This design comes from an exercise in tuning for small area on the open sky130 flow, not from production work. In this exercise RTL edits were held to simulation tests only and were not proved equivalent to the original. The clock port is modelled as an ideal driver; clocking choices that lean on that would not hold on a real chip. Power is estimated from default activity; no workload was simulated.

==> module VGA, before the edit <==
module VGA
#(
	parameter HS_Tpw640_480 = 16'd95,
	parameter HS_Ts640_480 = 16'd799,
	parameter VS_Tpw640_480 = 16'd1,
	parameter VS_Ts640_480 = 16'd524,
	parameter HS_Tbp640_480 = 16'd48,
	parameter HS_Tfp640_480 = 16'd17,
	parameter VS_Tbp640_480 = 16'd33,
	parameter VS_Tfp640_480 = 16'd11,
	parameter HS_Tpw800_600 = 16'd119,
	parameter HS_Ts800_600 = 16'd1039,
	parameter VS_Tpw800_600 = 16'd5,
	parameter VS_Ts800_600 = 16'd665,
	parameter HS_Tbp800_600 = 16'd64,
	parameter HS_Tfp800_600 = 16'd57,
	parameter VS_Tbp800_600 = 16'd23,
	parameter VS_Tfp800_600 = 16'd38
)
(
	input clk,
	input rst_n,
	input sw,
	output [5:0] VGA_B,
	output [5:0] VGA_G,
	output [5:0] VGA_R,
	output VGA_HS,
	output VGA_VS
);
reg [7:0] asx;   
reg [4:0] amx;   
wire [7:0] as = ~asx;
wire [4:0] am = amx ^ 5'd24;
reg [4:0] avs;   
reg [4:0] avmx;  
wire [4:0] avm = avmx ^ 5'd24;
wire first = avm[4] && avm[3];
reg ahw;
wire a_f    = as[7] ^ as[0] ^ (~as[5] & as[6]);
wire a_end  = (as & 8'd233) == (8'd86 & 8'd233);    
wire a_s71  = (as & 8'd190) == (8'd73 & 8'd190);    
wire a_s135 = (as & 8'd159) == (8'd193 & 8'd159);   
wire a_s3   = (as & 8'd157) == (8'd106 & 8'd157);   
wire a_ev   = a_s71 && am[4] && !am[1] && !am[0];   
wire a_hson = a_s135 && am[4] && am[1] && !am[0];  
wire av_wrap = avm[4] && avm[0] && avs[2] && avs[0];   
wire [15:0] av_g = 16'h8FBF;
wire av_f = avs[4] ^ av_g[avs[3:0]] ^ av_wrap;
wire avs_end = avs[4] && !avs[3] && avs[2] && avs[0];   
always @(posedge clk, negedge rst_n)
	if (!rst_n) begin
		asx <= 8'd11;   
		amx <= 5'd0;    
		avs <= 5'd24;   
		avmx <= 5'd0;   
		ahw <= 1'b0;
	end
	else begin
		asx <= ~{as[6:0], a_f};
		if (a_end)
			amx <= ((am[4] && am[1] && am[0]) ? 5'd0 : am + 5'd1) ^ 5'd24;   
		else if (a_ev)
			amx <= (am | 5'd8) ^ 5'd24;    
		else if (a_hson)
			amx <= (am & 5'd23) ^ 5'd24;   
		if (a_ev) begin
			avs <= {avs[3:0], av_f};
			if (av_wrap)
				avmx <= 5'd24;
			else if (avs_end)
				avmx <= (avm + 5'd1) ^ 5'd24;
			else if (first)
				avmx <= 5'd16 ^ 5'd24;
		end
		if (a_s3 && am[3:0] == 4'd0)
			ahw <= ~am[4];
	end
wire a_on = ahw && !avm[4];
wire [3:0] a_r = am[4] ? 4'd0 : am[3:0];
wire ahsync = !(am[4] && am[3]);
wire [3:0] a_g = a_on ? avm[3:0] : 4'd0;
wire a_vs = !first && !(avm[4] && !avm[0] && avs[3:0] == 4'b0000);   
reg [6:0] bs;
reg [4:0] bmx;   
reg [5:0] bvsx;  
reg [4:0] bvmx;  
wire [4:0] bm = bmx ^ 5'd25;
wire [5:0] bvs = bvsx ^ 6'd36;
wire [4:0] bvm = bvmx ^ 5'd16;
reg bhw;
wire b_short = bm[4] & bm[2];                       
wire b_s79  = (bs & 7'd47) == (7'd100 & 7'd47);     
wire b_jump = b_short & b_s79;
wire b_f    = bs[6] ^ bs[1] ^ (bs[0] & ~bs[4]) ^ b_jump;
wire b_end  = (bs & 7'd109) == (7'd36 & 7'd109);    
wire b_s15  = (bs & 7'd95) == (7'd9 & 7'd95);       
wire b_s55  = (bs & 7'd126) == (7'd25 & 7'd126);    
wire b_s1   = (bs & 7'd63) == (7'd17 & 7'd63);      
wire b_ev   = b_s15 && bm[4] && !bm[1] && bm[0];   
wire b_hson = b_s55 && bm[4] && bm[1] && bm[0];    
wire bvs_end = bvs[5] && bvs[2] && (bvs[0] == bvm[0]);   
wire bv_wrap = bvm[4] && bvm[0] && bvs[4] && bvs[3] && bvs[2];   
always @(posedge clk, negedge rst_n)
	if (!rst_n) begin
		bs <= 7'd98;    
		bmx <= 5'd0;    
		bvsx <= 6'd0;   
		bvmx <= 5'd0;   
		bhw <= 1'b0;
	end
	else begin
		bs <= {bs[5:0], b_f};
		if (b_jump)
			bmx <= 5'd25;
		else if (b_end)
			bmx <= (bm + 5'd1) ^ 5'd25;
		else if (b_ev)
			bmx <= (bm | 5'd8) ^ 5'd25;    
		else if (b_hson)
			bmx <= (bm & 5'd23) ^ 5'd25;   
		if (b_ev) begin
			if (bv_wrap) begin
				bvsx <= 6'd36;
				bvmx <= 5'd16;
			end
			else if (bvs_end) begin
				bvsx <= 6'd36;
				bvmx <= (bvm + 5'd1) ^ 5'd16;
			end
			else
				bvsx <= (bvs + 6'd1) ^ 6'd36;
		end
		if (b_s1 && bm[3:0] == 4'd0)
			bhw <= ~bm[4];
	end
wire b_on = bhw && !bvm[4];
wire [3:0] b_r = bm[4] ? 4'd0 : bm[3:0];
wire bhsync = !(bm[4] && bm[3]);
wire [3:0] b_g = b_on ? bvm[3:0] : 4'd0;
wire b_vs = !first && !(bvm[4] && bvm[0] && !bvs[4] && !bvs[3] && !(bvs[2] && bvs[1]));   
assign VGA_R = {2'b00, sw ? b_r : a_r};
assign VGA_G = {2'b00, sw ? b_g : a_g};
assign VGA_B = {3'b000, sw ? b_on : a_on, 2'b00};
assign VGA_HS = sw ? bhsync : ahsync;
assign VGA_VS = sw ? b_vs : a_vs;
endmodule
clock: 10.0 ns
lec_check: 0
cap_margin: 20
core_margin: 2
core_utilization: 40
slew_margin: 20
standard.sh (not shown) runs the stock make flow with config.mk's settings and CLKGATE_MAP_FILE= SYNTH_SCRIPT=/design/flow/synth_recipe.tcl, a recipe that flattens the netlist after the stock synthesis.
==> flow/flow/run.sh <==
#!/bin/bash
# Own layout flow:
#  1. the standard synthesis (standard.sh synth);
#  2. the logic between its registers re-mapped by Yosys/ABC for area, every
#     register kept as the standard synthesis made it (same cells, same names);
#     the logic is rebuilt from the standard netlist's cells and re-mapped
#     eight ways (ABC deepsyn with four seeds, with and without dc2); the
#     smallest result is kept (resyn_choice.log).
#  3. the standard layout of that netlist, with port buffers of the
#     smallest buffer, one tie cell for all constant outputs, and the clock
#     net split into four groups of flip-flops by position, each driven by
#     one clock buffer (flow/clktree.tcl, run before CTS, which then has no
#     clock net left to buffer).
# Each tool's output goes to a log file in this folder.
set -euo pipefail
W=$PWD
R=$W/orfs/results/$FLOW_PLATFORM/VGA/base
LIB=$FLOW_HOME/platforms/$FLOW_PLATFORM/lib/sky130_fd_sc_hd__tt_025C_1v80.lib

bash standard.sh synth > std_synth.log 2>&1

python3 flow/mkcells.py $LIB $W/cells_comb.v $W/abc_dont_use.txt > mkcells.log 2>&1
cp $R/1_2_yosys.v $W/std_netlist.v
# Eight ABC runs (four random seeds, each with and without dc2 before
# mapping), four at a time; the smallest netlist is kept.
resyn() {
  local S=$1 PRE=$2 I=$1$2
  cat > $W/resyn_$I.ys <<Y
read_liberty -lib $LIB
read_verilog -overwrite $W/cells_comb.v
read_verilog $W/std_netlist.v
hierarchy -top $FLOW_TOP
flatten
techmap
opt -purge
abc -liberty $LIB $(cat $W/abc_dont_use.txt) -script "+strash;&get,-n;&deepsyn,-T,30,-S,$S;&put;$PRE;dch,-f;amap;topo"
rename -hide w:*.*
opt_clean -purge
hilomap -singleton -hicell sky130_fd_sc_hd__conb_1 HI -locell sky130_fd_sc_hd__conb_1 LO
splitnets
opt_clean -purge
tee -o $W/resyn_$I.area stat -liberty $LIB
write_verilog -noattr -noexpr -nohex -nodec $W/resyn_$I.v
Y
  yosys -l $W/resyn_$I.log -q $W/resyn_$I.ys > /dev/null 2>&1
}
for PRE in strash dc2; do
  for S in 0 1 2 3; do resyn $S $PRE & done
  wait
done
BEST=$(for f in $W/resyn_*.area; do echo "$(grep 'Chip area' $f | awk '{print $NF}') $(basename $f .area)"; done | sort -g | head -1 | awk '{print $2}')
for f in $W/resyn_*.area; do echo "$(basename $f .area): $(grep 'Chip area' $f | awk '{print $NF}')"; done > resyn_choice.log
echo "kept: $BEST" >> resyn_choice.log
cp $W/$BEST.v $R/1_2_yosys.v
touch $R/1_2_yosys.v

export PRE_CTS_TCL=$W/flow/clktree.tcl CLK_GROUPS=4 CLK_BUF=sky130_fd_sc_hd__clkbuf_8
export SKIP_REPAIR_TIE_FANOUT=1
export BUFFER_PORTS_ARGS="-buffer_cell sky130_fd_sc_hd__buf_1"
bash standard.sh > std_layout.log 2>&1
Other scripts of this flow, unchanged in this note and not shown: flow/flow/clktree.tcl, flow/flow/mkcells.py
The baseline went through all stages and came out clean.
==> next run, changes <==
--- a/flow/design.v
+++ b/flow/design.v
@@ -28,16 +28,16 @@
 	output VGA_VS
 );
 reg [7:0] asx;   
 reg [4:0] amx;   
 wire [7:0] as = ~asx;
-wire [4:0] am = amx ^ 5'd24;
+wire [4:0] am = amx ^ 5'd16;
 reg [4:0] avs;   
 reg [4:0] avmx;  
 wire [4:0] avm = avmx ^ 5'd24;
 wire first = avm[4] && avm[3];
-reg ahw;
+reg ahsync, ahw;
 wire a_f    = as[7] ^ as[0] ^ (~as[5] & as[6]);
 wire a_end  = (as & 8'd233) == (8'd86 & 8'd233);    
 wire a_s71  = (as & 8'd190) == (8'd73 & 8'd190);    
 wire a_s135 = (as & 8'd159) == (8'd193 & 8'd159);   
 wire a_s3   = (as & 8'd157) == (8'd106 & 8'd157);   
@@ -51,45 +51,45 @@
 	if (!rst_n) begin
 		asx <= 8'd11;   
 		amx <= 5'd0;    
 		avs <= 5'd24;   
 		avmx <= 5'd0;   
+		ahsync <= 1'b0;
 		ahw <= 1'b0;
 	end
 	else begin
 		asx <= ~{as[6:0], a_f};
 		if (a_end)
-			amx <= ((am[4] && am[1] && am[0]) ? 5'd0 : am + 5'd1) ^ 5'd24;   
-		else if (a_ev)
-			amx <= (am | 5'd8) ^ 5'd24;    
-		else if (a_hson)
-			amx <= (am & 5'd23) ^ 5'd24;   
+			amx <= ((am[4] && am[1] && am[0]) ? 5'd0 : am + 5'd1) ^ 5'd16;   
 		if (a_ev) begin
 			avs <= {avs[3:0], av_f};
 			if (av_wrap)
 				avmx <= 5'd24;
 			else if (avs_end)
 				avmx <= (avm + 5'd1) ^ 5'd24;
 			else if (first)
 				avmx <= 5'd16 ^ 5'd24;
 		end
+		if (a_ev)
+			ahsync <= 1'b0;
+		else if (a_hson)
+			ahsync <= 1'b1;
 		if (a_s3 && am[3:0] == 4'd0)
 			ahw <= ~am[4];
 	end
 wire a_on = ahw && !avm[4];
 wire [3:0] a_r = am[4] ? 4'd0 : am[3:0];
-wire ahsync = !(am[4] && am[3]);
 wire [3:0] a_g = a_on ? avm[3:0] : 4'd0;
 wire a_vs = !first && !(avm[4] && !avm[0] && avs[3:0] == 4'b0000);   
 reg [6:0] bs;
 reg [4:0] bmx;   
 reg [5:0] bvsx;  
 reg [4:0] bvmx;  
-wire [4:0] bm = bmx ^ 5'd25;
+wire [4:0] bm = bmx ^ 5'd17;
 wire [5:0] bvs = bvsx ^ 6'd36;
 wire [4:0] bvm = bvmx ^ 5'd16;
-reg bhw;
+reg bhsync, bhw;
 wire b_short = bm[4] & bm[2];                       
 wire b_s79  = (bs & 7'd47) == (7'd100 & 7'd47);     
 wire b_jump = b_short & b_s79;
 wire b_f    = bs[6] ^ bs[1] ^ (bs[0] & ~bs[4]) ^ b_jump;
 wire b_end  = (bs & 7'd109) == (7'd36 & 7'd109);    
@@ -104,22 +104,19 @@
 	if (!rst_n) begin
 		bs <= 7'd98;    
 		bmx <= 5'd0;    
 		bvsx <= 6'd0;   
 		bvmx <= 5'd0;   
+		bhsync <= 1'b0;
 		bhw <= 1'b0;
 	end
 	else begin
 		bs <= {bs[5:0], b_f};
 		if (b_jump)
-			bmx <= 5'd25;
+			bmx <= 5'd17;
 		else if (b_end)
-			bmx <= (bm + 5'd1) ^ 5'd25;
-		else if (b_ev)
-			bmx <= (bm | 5'd8) ^ 5'd25;    
-		else if (b_hson)
-			bmx <= (bm & 5'd23) ^ 5'd25;   
+			bmx <= (bm + 5'd1) ^ 5'd17;
 		if (b_ev) begin
 			if (bv_wrap) begin
 				bvsx <= 6'd36;
 				bvmx <= 5'd16;
 			end
@@ -128,16 +125,19 @@
 				bvmx <= (bvm + 5'd1) ^ 5'd16;
 			end
 			else
 				bvsx <= (bvs + 6'd1) ^ 6'd36;
 		end
+		if (b_ev)
+			bhsync <= 1'b0;
+		else if (b_hson)
+			bhsync <= 1'b1;
 		if (b_s1 && bm[3:0] == 4'd0)
 			bhw <= ~bm[4];
 	end
 wire b_on = bhw && !bvm[4];
 wire [3:0] b_r = bm[4] ? 4'd0 : bm[3:0];
-wire bhsync = !(bm[4] && bm[3]);
 wire [3:0] b_g = b_on ? bvm[3:0] : 4'd0;
 wire b_vs = !first && !(bvm[4] && bvm[0] && !bvs[4] && !bvs[3] && !(bvs[2] && bvs[1]));   
 assign VGA_R = {2'b00, sw ? b_r : a_r};
 assign VGA_G = {2'b00, sw ? b_g : a_g};
 assign VGA_B = {3'b000, sw ? b_on : a_on, 2'b00};
Sequential share of layout area climbs by 1.4 points. Maximum frequency drops by 3.2%. Clock power climbs by about 2.4%. Cell area climbs by 1.4%. Cell count climbs by 0.32%. Clock skew climbs by 0.014 ns. Total power climbs by about 3.6%. Combinational power climbs by about 3.6%.

========
Setup of before:
Another version of the RTL of VGA (not shown whole).
Size: roughly 220 cells after synthesis.
==> module VGA, before the edit <==
module VGA
#(
	parameter HS_Tpw640_480 = 16'd95,
	parameter HS_Ts640_480 = 16'd799,
	parameter VS_Tpw640_480 = 16'd1,
	parameter VS_Ts640_480 = 16'd524,
	parameter HS_Tbp640_480 = 16'd48,
	parameter HS_Tfp640_480 = 16'd17,
	parameter VS_Tbp640_480 = 16'd33,
	parameter VS_Tfp640_480 = 16'd11,
	parameter HS_Tpw800_600 = 16'd119,
	parameter HS_Ts800_600 = 16'd1039,
	parameter VS_Tpw800_600 = 16'd5,
	parameter VS_Ts800_600 = 16'd665,
	parameter HS_Tbp800_600 = 16'd64,
	parameter HS_Tfp800_600 = 16'd57,
	parameter VS_Tbp800_600 = 16'd23,
	parameter VS_Tfp800_600 = 16'd38
)
(
	input clk,
	input rst_n,
	input sw,
	output [5:0] VGA_B,
	output [5:0] VGA_G,
	output [5:0] VGA_R,
	output VGA_HS,
	output VGA_VS
);
reg [7:0] as;
reg [4:0] amx;   
wire [4:0] am = amx ^ 5'd24;
reg [4:0] avs;   
reg [4:0] avmx;  
wire [4:0] avm = avmx ^ 5'd24;
wire first = avm[4] && avm[3];
wire a_f    = as[7] ^ (as[5] | (as[2] & ~as[6]));
wire a_end  = (as & 8'd63) == 8'd32;     
wire a_s71  = (as & 8'd143) == 8'd6;     
wire a_s135 = (as & 8'd111) == 8'd38;    
wire a_first = (as & 8'd62) == 8'd0 || (as & 8'd124) == 8'd0;   
wire a_ev   = a_s71 && am[4] && !am[1] && !am[0];   
wire a_hson = a_s135 && am[4] && am[1] && !am[0];  
wire av_wrap = avm[4] && avm[0] && avs[2] && avs[0];   
wire [15:0] av_g = 16'h8FBF;
wire av_f = avs[4] ^ av_g[avs[3:0]] ^ av_wrap;
wire avs_end = avs[4] && !avs[3] && avs[2] && avs[0];   
always @(posedge clk, negedge rst_n)
	if (!rst_n) begin
		as <= 8'd180;   
		amx <= 5'd0;    
		avs <= 5'd24;   
		avmx <= 5'd0;   
	end
	else begin
		as <= {as[6:0], a_f};
		if (a_end)
			amx <= ((am[4] && am[1] && am[0]) ? 5'd0 : am + 5'd1) ^ 5'd24;   
		else if (a_ev)
			amx <= (am | 5'd8) ^ 5'd24;    
		else if (a_hson)
			amx <= (am & 5'd23) ^ 5'd24;   
		if (a_ev) begin
			avs <= {avs[3:0], av_f};
			if (av_wrap)
				avmx <= 5'd24;
			else if (avs_end)
				avmx <= (avm + 5'd1) ^ 5'd24;
			else if (first)
				avmx <= 5'd16 ^ 5'd24;
		end
	end
wire ahw = !am[4] ^ (am[3:0] == 4'd0 && a_first);
wire a_on = ahw && !avm[4];
wire [3:0] a_r = am[4] ? 4'd0 : am[3:0];
wire ahsync = !(am[4] && am[3]);
wire [3:0] a_g = a_on ? avm[3:0] : 4'd0;
wire a_vs = !first && !(avm[4] && !avm[0] && avs[3:0] == 4'b0000);   
reg [6:0] bs;
reg [4:0] bmx;   
reg [5:0] bvsx;  
reg [4:0] bvmx;  
wire [4:0] bm = bmx ^ 5'd25;
wire [5:0] bvs = bvsx ^ 6'd36;
wire [4:0] bvm = bvmx ^ 5'd16;
wire b_short = bm[4] & bm[2];                       
wire b_s79  = (bs & 7'd79) == 7'd79;     
wire b_jump = b_short & b_s79;
wire b_f    = bs[6] ^ (~bs[0] | (bs[3] & ~bs[5])) ^ b_jump;
wire b_end  = (bs & 7'd119) == 7'd7;     
wire b_s15  = (bs & 7'd127) == 7'd85;    
wire b_s55  = (bs & 7'd111) == 7'd102;   
wire b_first = (bs & 7'd31) == 7'd31;    
wire b_ev   = b_s15 && bm[4] && !bm[1] && bm[0];   
wire b_hson = b_s55 && bm[4] && bm[1] && bm[0];    
wire bvs_end = bvs[5] && bvs[2] && (bvs[0] == bvm[0]);   
wire bv_wrap = bvm[4] && bvm[0] && bvs[4] && bvs[3] && bvs[2];   
always @(posedge clk, negedge rst_n)
	if (!rst_n) begin
		bs <= 7'd21;    
		bmx <= 5'd0;    
		bvsx <= 6'd0;   
		bvmx <= 5'd0;   
	end
	else begin
		bs <= {bs[5:0], b_f};
		if (b_jump)
			bmx <= 5'd25;
		else if (b_end)
			bmx <= (bm + 5'd1) ^ 5'd25;
		else if (b_ev)
			bmx <= (bm | 5'd8) ^ 5'd25;    
		else if (b_hson)
			bmx <= (bm & 5'd23) ^ 5'd25;   
		if (b_ev) begin
			if (bv_wrap) begin
				bvsx <= 6'd36;
				bvmx <= 5'd16;
			end
			else if (bvs_end) begin
				bvsx <= 6'd36;
				bvmx <= (bvm + 5'd1) ^ 5'd16;
			end
			else
				bvsx <= (bvs + 6'd1) ^ 6'd36;
		end
	end
wire bhw = !bm[4] ^ (bm[3:0] == 4'd0 && b_first);
wire b_on = bhw && !bvm[4];
wire [3:0] b_r = bm[4] ? 4'd0 : bm[3:0];
wire bhsync = !(bm[4] && bm[3]);
wire [3:0] b_g = b_on ? bvm[3:0] : 4'd0;
wire b_vs = !first && !(bvm[4] && bvm[0] && !bvs[4] && !bvs[3] && !(bvs[2] && bvs[1]));   
assign VGA_R = {2'b00, sw ? b_r : a_r};
assign VGA_G = {2'b00, sw ? b_g : a_g};
assign VGA_B = {3'b000, sw ? b_on : a_on, 2'b00};
assign VGA_HS = sw ? bhsync : ahsync;
assign VGA_VS = sw ? b_vs : a_vs;
endmodule
export LEC_CHECK = 0
export CAP_MARGIN = 20
export CORE_MARGIN = 2
export CORE_UTILIZATION = 40
export PLACE_DENSITY = 0.9
export SLEW_MARGIN = 20
create_clock -name core_clock -period 10.0 [get_ports {clk}]
==> flow/flow/run.sh <==
#!/bin/bash
# Own layout flow:
#  1. the standard synthesis (standard.sh synth);
#  2. the logic between its registers re-mapped by Yosys/ABC for area, every
#     register kept as the standard synthesis made it (same cells, same names);
#     the logic is rebuilt from the standard netlist's cells and re-mapped
#     eight ways (ABC deepsyn with four seeds, with and without dc2); the
#     smallest result is kept (resyn_choice.log).
#  3. the standard layout of that netlist, with port buffers of the
#     smallest buffer, one tie cell for all constant outputs, and the clock
#     net split into three groups of flip-flops by position, each driven by
#     one clock buffer (flow/clktree.tcl, run before CTS, which then has no
#     clock net left to buffer).
# Each tool's output goes to a log file in this folder.
set -euo pipefail
W=$PWD
R=$W/orfs/results/$FLOW_PLATFORM/VGA/base
LIB=$FLOW_HOME/platforms/$FLOW_PLATFORM/lib/sky130_fd_sc_hd__tt_025C_1v80.lib

bash standard.sh synth > std_synth.log 2>&1

python3 flow/mkcells.py $LIB $W/cells_comb.v $W/abc_dont_use.txt > mkcells.log 2>&1
cp $R/1_2_yosys.v $W/std_netlist.v
# Eight ABC runs (four random seeds, each with and without dc2 before
# mapping), four at a time; the smallest netlist is kept.
resyn() {
  local S=$1 PRE=$2 I=$1$2
  cat > $W/resyn_$I.ys <<Y
read_liberty -lib $LIB
read_verilog -overwrite $W/cells_comb.v
read_verilog $W/std_netlist.v
hierarchy -top $FLOW_TOP
flatten
techmap
opt -purge
abc -liberty $LIB $(cat $W/abc_dont_use.txt) -script "+strash;&get,-n;&deepsyn,-T,30,-S,$S;&put;$PRE;dch,-f;amap;topo"
rename -hide w:*.*
opt_clean -purge
hilomap -singleton -hicell sky130_fd_sc_hd__conb_1 HI -locell sky130_fd_sc_hd__conb_1 LO
splitnets
opt_clean -purge
tee -o $W/resyn_$I.area stat -liberty $LIB
write_verilog -noattr -noexpr -nohex -nodec $W/resyn_$I.v
Y
  yosys -l $W/resyn_$I.log -q $W/resyn_$I.ys > /dev/null 2>&1
}
for PRE in strash dc2; do
  for S in 0 1 2 3; do resyn $S $PRE & done
  wait
done
BEST=$(for f in $W/resyn_*.area; do echo "$(grep 'Chip area' $f | awk '{print $NF}') $(basename $f .area)"; done | sort -g | head -1 | awk '{print $2}')
for f in $W/resyn_*.area; do echo "$(basename $f .area): $(grep 'Chip area' $f | awk '{print $NF}')"; done > resyn_choice.log
echo "kept: $BEST" >> resyn_choice.log
cp $W/$BEST.v $R/1_2_yosys.v
touch $R/1_2_yosys.v

export PRE_CTS_TCL=$W/flow/clktree.tcl CLK_GROUPS=3 CLK_BUF=sky130_fd_sc_hd__clkbuf_8
export SKIP_REPAIR_TIE_FANOUT=1
export BUFFER_PORTS_ARGS="-buffer_cell sky130_fd_sc_hd__buf_1"
bash standard.sh > std_layout.log 2>&1
Other scripts of this flow, unchanged in this note and not shown: flow/flow/clktree.tcl, flow/flow/mkcells.py
In summary, before completed successfully, with a layout that passed the timing, DRC and antenna checks.
### before -> after
--- a/flow/design.v
+++ b/flow/design.v
@@ -31,26 +31,26 @@
 reg [4:0] amx;   
 wire [4:0] am = amx ^ 5'd24;
 reg [4:0] avs;   
 reg [4:0] avmx;  
 wire [4:0] avm = avmx ^ 5'd24;
 wire first = avm[4] && avm[3];
-wire a_f    = as[7] ^ (as[5] | (as[2] & ~as[6]));
-wire a_end  = (as & 8'd63) == 8'd32;     
-wire a_s71  = (as & 8'd143) == 8'd6;     
-wire a_s135 = (as & 8'd111) == 8'd38;    
-wire a_first = (as & 8'd62) == 8'd0 || (as & 8'd124) == 8'd0;   
+wire a_f    = as[7] ^ (~as[4] & (as[5] | as[6]));
+wire a_end  = (as & 8'd59) == 8'd0;      
+wire a_s71  = (as & 8'd231) == 8'd65;    
+wire a_s135 = (as & 8'd251) == 8'd137;   
+wire a_first = (as & 8'd85) == 8'd0 || (as & 8'd170) == 8'd0;   
 wire a_ev   = a_s71 && am[4] && !am[1] && !am[0];   
 wire a_hson = a_s135 && am[4] && am[1] && !am[0];  
 wire av_wrap = avm[4] && avm[0] && avs[2] && avs[0];   
 wire [15:0] av_g = 16'h8FBF;
 wire av_f = avs[4] ^ av_g[avs[3:0]] ^ av_wrap;
 wire avs_end = avs[4] && !avs[3] && avs[2] && avs[0];   
 always @(posedge clk, negedge rst_n)
 	if (!rst_n) begin
-		as <= 8'd180;   
+		as <= 8'd133;   
 		amx <= 5'd0;    
 		avs <= 5'd24;   
 		avmx <= 5'd0;   
 	end
 	else begin
 		as <= {as[6:0], a_f};
## What came out
after | stages: all done | timing, DRC, antenna: all pass
Diff before -> after: number of fillers in the final layout went up by 2.2%; count of cell instances traversed by the critical path went down.
after vs before: routed wire length up in after
Lower highest attainable clock frequency was reported by after, not before.
In after, the critical path's largest stage delay came out 260 ps above the value in before.

==> separate check: timing with driven ports <==
In the flow no input, the clock included, has a driving cell. The finished layouts below were timed again as built, in two steps. Step 1: set_driving_cell puts a clkbuf_16 on clk and a buf_2 on each other input, an assumption about the parent block. Step 2 times the ports against the registers' clock, not the clock port: input delays grow and output delays shrink by t, the midpoint of the rising clock arrivals with the driver on. a / b / c = ideal / step 1 / step 2; a / b = the first two.
run | shift t [ns] | setup WS [ns] | hold WS [ns] | latest minus earliest clock arrival (ns) | slew at the worst register clock pin (ns)
the first run of note 1 | 0.191 | 5.016 / 4.987 / 4.987 | 0.363 / 0.363 / 0.363 | 0.025 / 0.025 | 0.09 / 0.09
the second run of note 1 | 0.197 | 4.854 / 4.833 / 4.833 | 0.378 / 0.378 / 0.378 | 0.034 / 0.035 | 0.10 / 0.10
before | 0.190 | 4.893 / 4.869 / 4.869 | 0.367 / 0.367 / 0.367 | 0.028 / 0.028 | 0.11 / 0.11
after | 0.198 | 4.865 / 4.833 / 4.833 | 0.414 / 0.414 / 0.414 | 0.026 / 0.027 | 0.11 / 0.11
After both steps every run listed still meets setup and hold. For after, which loses most, drivers alone change the setup slack by -0.032 ns; drivers and shift together by -0.032 ns.
